This design comes from an exercise in tuning for small area, a short achievable clock period and few clock cycles on the open sky130 flow, not from production work.
Only simulation tests tie the RTL to the original design; equivalence was not proved.

==> flow/design.v, too long to show whole: its modules and the start of the top module <==
// module conv_front: 788 lines
// module g_a21o_1: 3 lines
// module g_a21oi_2: 3 lines
// module g_a31oi_1: 3 lines
// module g_a32oi_1: 3 lines
// module g_and2_1: 3 lines
// module g_and3_1: 3 lines
// module g_and4_1: 3 lines
// module g_inv_1: 3 lines
// module g_nand2_1: 3 lines
// module g_nand3_1: 3 lines
// module g_nor2_1: 3 lines
// module g_nor3_2: 3 lines
// module g_o21a_1: 3 lines
// module g_o21ai_1: 3 lines
// module g_o21bai_1: 3 lines
// module g_o22ai_1: 3 lines
// module g_o31a_1: 3 lines
// module g_or2_1: 3 lines
// module g_or3_1: 3 lines
// module g_xor2_1: 3 lines
// module conv_back: 1542 lines
// module g_a222oi_1: 3 lines
// module g_a31o_1: 3 lines
// module g_and3b_1: 3 lines
// module g_nand2b_1: 3 lines
// module g_nand3b_1: 3 lines
// module g_o32a_1: 3 lines
// module g_xnor2_1: 3 lines
// module decoder_unit: 26 lines
module decoder_unit (
	input  wire        clk,
	input  wire        rst,
	input  wire        start,
	input  wire [31:0] value,
	input  wire        blank,
	output wire        done,
	output wire [6:0]  d0, d1, d2, d3, d4, d5, d6, d7
);
  // ...
==> flow/flow/run.sh <==
#!/bin/bash
# Layout flow: the standard ORFS flow, with the port buffers that
# buffer_ports inserts made sky130_fd_sc_hd__buf_1 instead of the default.
export BUFFER_PORTS_ARGS="-buffer_cell sky130_fd_sc_hd__buf_1"
bash standard.sh finish > standard.log 2>&1
==> flow/standard.sh <==
#!/bin/bash
# synth_recipe.tcl (not shown) runs the flow's synth.tcl, then flattens the netlist and writes it again
# the make line also repeats each setting of config.mk as NAME=value (left out here)
make -C /OpenROAD-flow-scripts/flow DESIGN_CONFIG=/design/flow/config.mk WORK_HOME=/design/flow/orfs CLKGATE_MAP_FILE= SYNTH_SCRIPT=/design/flow/synth_recipe.tcl "${@:-finish}"
==> flow/config.mk <==
export PLATFORM = sky130hd
export DESIGN_NAME = decoder_unit
export DESIGN_NICKNAME = decoder_unit
export VERILOG_FILES = /design/flow/design.v
export SDC_FILE = /design/flow/constraint.sdc
export NUM_CORES = 4
export LEC_CHECK = 0
export CAP_MARGIN = 20
export CORE_MARGIN = 2
export CORE_UTILIZATION = 40
export CTS_BUF_LIST = sky130_fd_sc_hd__clkbuf_16
export CTS_CLUSTER_DIAMETER = 500
export CTS_CLUSTER_SIZE = 40
export SLEW_MARGIN = 20
export SYNTH_HIERARCHICAL = 1
==> flow/constraint.sdc <==
create_clock -name core_clock -period 100.0 [get_ports {clk}]
set_input_delay 20.0000 -clock core_clock [delete_from_list [all_inputs] [get_ports {clk}]]
set_output_delay 20.0000 -clock core_clock [all_outputs]
set_load 0.01 [all_outputs]
==> results by group, run 1 <==
Layout
  – Nets: 1378
  – Final instance area: 0.00749 mm2
  – Seq Cell Count: 39
  – Multi-In Gates: 1121

Clock network
  – Cts bufs inserted: 5
  – CTS clk-pin slew, worst paths: 0.07 ns
  – CTS tree: done
  – Post_cts resized: 0

Route
  – Antenna Nets Post-Route: 0
  – Routed vias: 7946
  – Wirelength per Cell: 9.04 um
  – Vias per cell: 5.08

Global route
  – First-pass GRT wire length: 25900 um
  – Vias in the first global route: 6903

Die
  – Die Y: 134 um
  – Initial Utilization: 40.6%
  – Ports: 93

Setup path
  – CP endpoint: d7[3]
  – Worst setup EP type: output port
  – Crit Path Class: register to output port
  – Critical path buffer and inverter count: 2
  – Data arrival, critical path: 6.55 ns
  – Max incr delay on CP: 0.37 ns

Synth
  – Synth Flop Type: dfxtp_1
  – Area fraction of the dominant cell type after synthesis: 21.4%
  – Syn nets: 1279
  – XOR/XNOR Fraction of Synth Area: 0.522%
  – Synth area leaders: nor2_1 21%, o21ai_1 20%, dfxtp_1 12%
  – Sequential area share after synthesis: 11.6%
  – Syn avg cell area: 5.40 um2
  – #FFs+latches synth: 39
  – Post-Synthesis Cells: 1243
  – Post-Syn Area: 0.00672 mm2

STA
  – Final hold vios: 0

Placement
  – Dpl cell area: 0.00734 mm2

Hold path
  – Hold path endpoint: blank_q

Status
  – Status: no timing/DRC/antenna violations
Testbench counts, summed over its fixed seeds: cycles 32,008.
==> run 2, diff against run 1 <==
--- a/flow/config.mk
+++ b/flow/config.mk
@@ -8,8 +8,6 @@
 export CAP_MARGIN = 20
 export CORE_MARGIN = 2
 export CORE_UTILIZATION = 40
-export CTS_BUF_LIST = sky130_fd_sc_hd__clkbuf_16
-export CTS_CLUSTER_DIAMETER = 500
-export CTS_CLUSTER_SIZE = 40
+export CTS_BUF_LIST = sky130_fd_sc_hd__clkbuf_8
 export SLEW_MARGIN = 20
 export SYNTH_HIERARCHICAL = 1
==> run 2 against run 1 <==
Still clean; design area decreased by 0.75%; fmax about the same; utilization decreased by 0.34 points; non-clock buffer count unchanged; sequential share of layout area increased by 0.079 points; via count unchanged; global-route usage decreased by 0.072 points.
==> results by group, run 2 <==
Route
  – Vias per cell: 5.08 (unchanged)
  – Final WL: 14100 um
  – Antenna Nets Post-Route: 0 (unchanged)
  – Drt first pass iters: 5
  – Drt initial violations: 341
  – DR DRC count: 0
  – Wirelength per Cell: 9.00 um (-0.42%)
  – Routed vias: 7946 (unchanged)

Clock network
  – CTS clk-pin slew, worst paths: 0.09 ns (+0.02 ns)
  – # hold bufs at CTS: 0
  – CTS tree: done
  – Post_cts resized: 0 (unchanged)
  – Clock sinks: 39
  – Cts bufs inserted: 5 (unchanged)
  – H-tree depth: 2
  – Clk buf depth: 2
  – CTS root buf: clkbuf_8
  – Post-CTS repair timing setup buffer count: 0

Placement
  – GP Congestion: 0.780
  – Port Buffers: 92
  – Dpl cell area: 0.00734 mm2 (unchanged)
  – Post-Place Cells: 1555
  – Detail Placement HPWL: 11700 um

STA
  – Final hold vios: 0 (unchanged)
  – Least-Margin Pin Slew: 0.563 ns
  – Max Transition Viols Final: 0
  – RSZ-0062 raised after global routing: no
  – Final setup vio count: 0
  – Final min period: 26.55 ns
  – Max Fclk: 37.7 MHz
  – Final Cycle Share: 26.6%
  – Setup_tns: 0 ns
  – WHS: 19.78 ns
  – Relative slew slack: 62.4%

Status
  – Status: no timing/DRC/antenna violations

Setup path
  – Worst setup EP type: output port
  – Data arrival, critical path: 6.55 ns (about the same)
  – Critical Path RT: 80.00 ns
  – Max incr delay on CP: 0.37 ns (about the same)
  – Crit Path Class: register to output port
  – Slowest cell on the critical path: dfxtp_1
  – Startpoint Class: register
  – CP most frequent cell: nor2_1
  – Crit path max fanout: 5

Die
  – Die W: 134 um
  – Ports: 93 (unchanged)
  – Full die area: 0.0178 mm2
  – Core Region: 0.0165 mm2
  – FP Rows: 47
  – Initial Utilization: 40.6% (unchanged)
  – Die Y: 134 um (unchanged)

Layout
  – Layout cells sized above 1: 2.08%
  – Largest register FFs: 24
  – Area grow syn2layout: 10.6%
  – Multi-input logic area: 0.00562 mm2
  – # diodes: 0
  – Fillers: 1813
  – Non-Filler Instances: 1563
  – Most common cell after layout, fill and taps aside: nor2_1
  – Regs by FF count: st_q x24, v_q x13
  – Most frequent cells in the layout: 383 x nor2_1, 267 x o21ai_1, 162 x nand2_1, 92 x buf_1, 83 x inv_1
  – Register area: 781 um2
  – Final instance area: 0.00743 mm2 (-0.75%)
  – Nets: 1378 (unchanged)
  – Final core occ: 45.0%
  – Largest reg by FF count: st_q

Synth
  – Most common cell in the netlist: nor2_1
  – Ys async rst share: 0%
  – Synth cell types: 29
  – Area fraction of the dominant cell type after synthesis: 21.4% (unchanged)
  – Post-Synthesis Cells: 1243 (unchanged)
  – Synth Warn #: 7
  – Post-Syn Area: 0.00672 mm2 (unchanged)
  – Syn nets: 1279 (unchanged)
  – Syn avg cell area: 5.40 um2 (unchanged)
  – Synth Flop Type: dfxtp_1
  – Sequential area share after synthesis: 11.6% (unchanged)
  – Synth area leaders: nor2_1 21%, o21ai_1 20%, dfxtp_1 12%
  – Biggest area consumer among synthesized cells: nor2_1
  – Post-synth EDFFs: 0
  – #FFs+latches synth: 39 (unchanged)
  – Commonest cells post-synth: 383 x nor2_1, 267 x o21ai_1, 162 x nand2_1, 83 x inv_1, 59 x o21a_1

Global route
  – Initial antenna violation count: 0
  – Pin count of the biggest net entering global routing: 22
  – Vias in the first global route: 6875 (-0.41%)
  – Gr usage total: 15.9%
  – First-pass GRT wire length: 25800 um (-0.24%)
  – Grt ovf: 0

Hold path
  – Hold WC Path Type: input pin to register

Flow run
  – Max-Cap Viols: 0
## run 2: changes by cell type in the layout (fill, tap and decap cells not counted)
| cell | previous run | this run |
|---|---|---|
| clkbuf_16 | 5 | 0 |
| clkbuf_8 | 0 | 5 |
## run 2: cell families (layout without fill, tap and decap cells)
family          Yosys count  in the layout  share of synthesized area, %
xor+xnor                  4              4                         0.522
buf+inv                  83            183                          4.64
compound gates          450            450                          40.3
simple gates            667            667                          42.9
flops                    39             39                          11.6
## run 2: path summary, 6_finish.rpt
path / startpoint / endpoint / slack [ns] / cells after the start
min: value[1] / v_q[1] / 19.78 / 1
max: st_q[8] / d7[3] / 73.45 / 34
## run 2: Yosys stat by module (local to each module, per instance), a selection
module / cells / flip-flops and latches / area (um2)
g_o22ai_1: 1 / 0 / 6.26
g_a222oi_1: 1 / 0 / 10.0
g_o32a_1: 1 / 0 / 10.0
g_a21oi_2: 1 / 0 / 8.76
g_nand3_1: 1 / 0 / 5.00
g_or2_1: 1 / 0 / 6.26
g_nor3_2: 1 / 0 / 10.0
g_o31a_1: 1 / 0 / 8.76
g_and3b_1: 1 / 0 / 8.76
g_and2_1: 1 / 0 / 6.26
g_a32oi_1: 1 / 0 / 8.76
decoder_unit: 40 / 39 / 795
g_and4_1: 1 / 0 / 8.76
g_o21bai_1: 1 / 0 / 7.51
g_o21a_1: 1 / 0 / 7.51
## run 2: layer usage
layer / vias to the layer above / part of all wire [%] / routed length, um / GRT usage (%)
li1: 4529 / - / - / -
met1: 3364 / 55 / 7730 / 21.1
met2: 48 / 43 / 6040 / 28.3
met3: 5 / 1.7 / 235 / 1.75
met4: 0 / 0.43 / 60 / 2.19
met5: - / 0 / 0 / 0
## run 2: final cells by class
| class | count | share of cell area, % |
|---|---|---|
| multi-input cells | 1121 | 75.7 |
| inverters | 83 | 4.19 |
| clock buffers | 5 | 0.926 |
| well taps | 220 | 3.70 |
| clock inverters | 3 | 0.337 |
| flip-flops and latches | 39 | 10.5 |
| repair buffers | 92 | 4.65 |
## run 2: metrics by stage
| step | worst slack, ns |
|---|---|
| global route | 72.64 |
| detailed placement | 73.43 |
| CTS | 73.40 |
| finish | 73.45 |
| global placement | 73.73 |
| floorplan | 74.23 |
## run 2: critical path, delay by kind of cell (launching register included)
family	cells	cell delay, ns
flops	1	0.37
simple gates	23	3.91
compound gates	9	1.79
buf+inv	2	0.20

## what the ideal ports hide
Ports are ideal in the flow. The routed layouts listed here were re-timed in OpenROAD.
Step 1: set_driving_cell puts a clkbuf_16 on clk and a buf_2 on each other input, an assumption about the parent block.
Step 2 adds t to the input delays and takes it off the output delays; t is the mean of the earliest and latest rising clock arrival at the registers after step 1. Input paths then give back, and output paths get back, about the clock's delay inside the block.
Three values: ideal, step 1, step 2; two values: the first two.
| run | t, ns | setup slack, ns | worst setup path at the end |
|---|---|---|---|
| run 1 | 0.330 | 73.454 / 73.415 / 73.409 | input to register |
| run 2 | 0.339 | 73.447 / 73.415 / 73.418 | input to register |
After both steps every run listed still meets setup and hold. The setup slack of run 1, which loses most, moves by -0.039 ns with the drivers and by -0.045 ns with both steps.
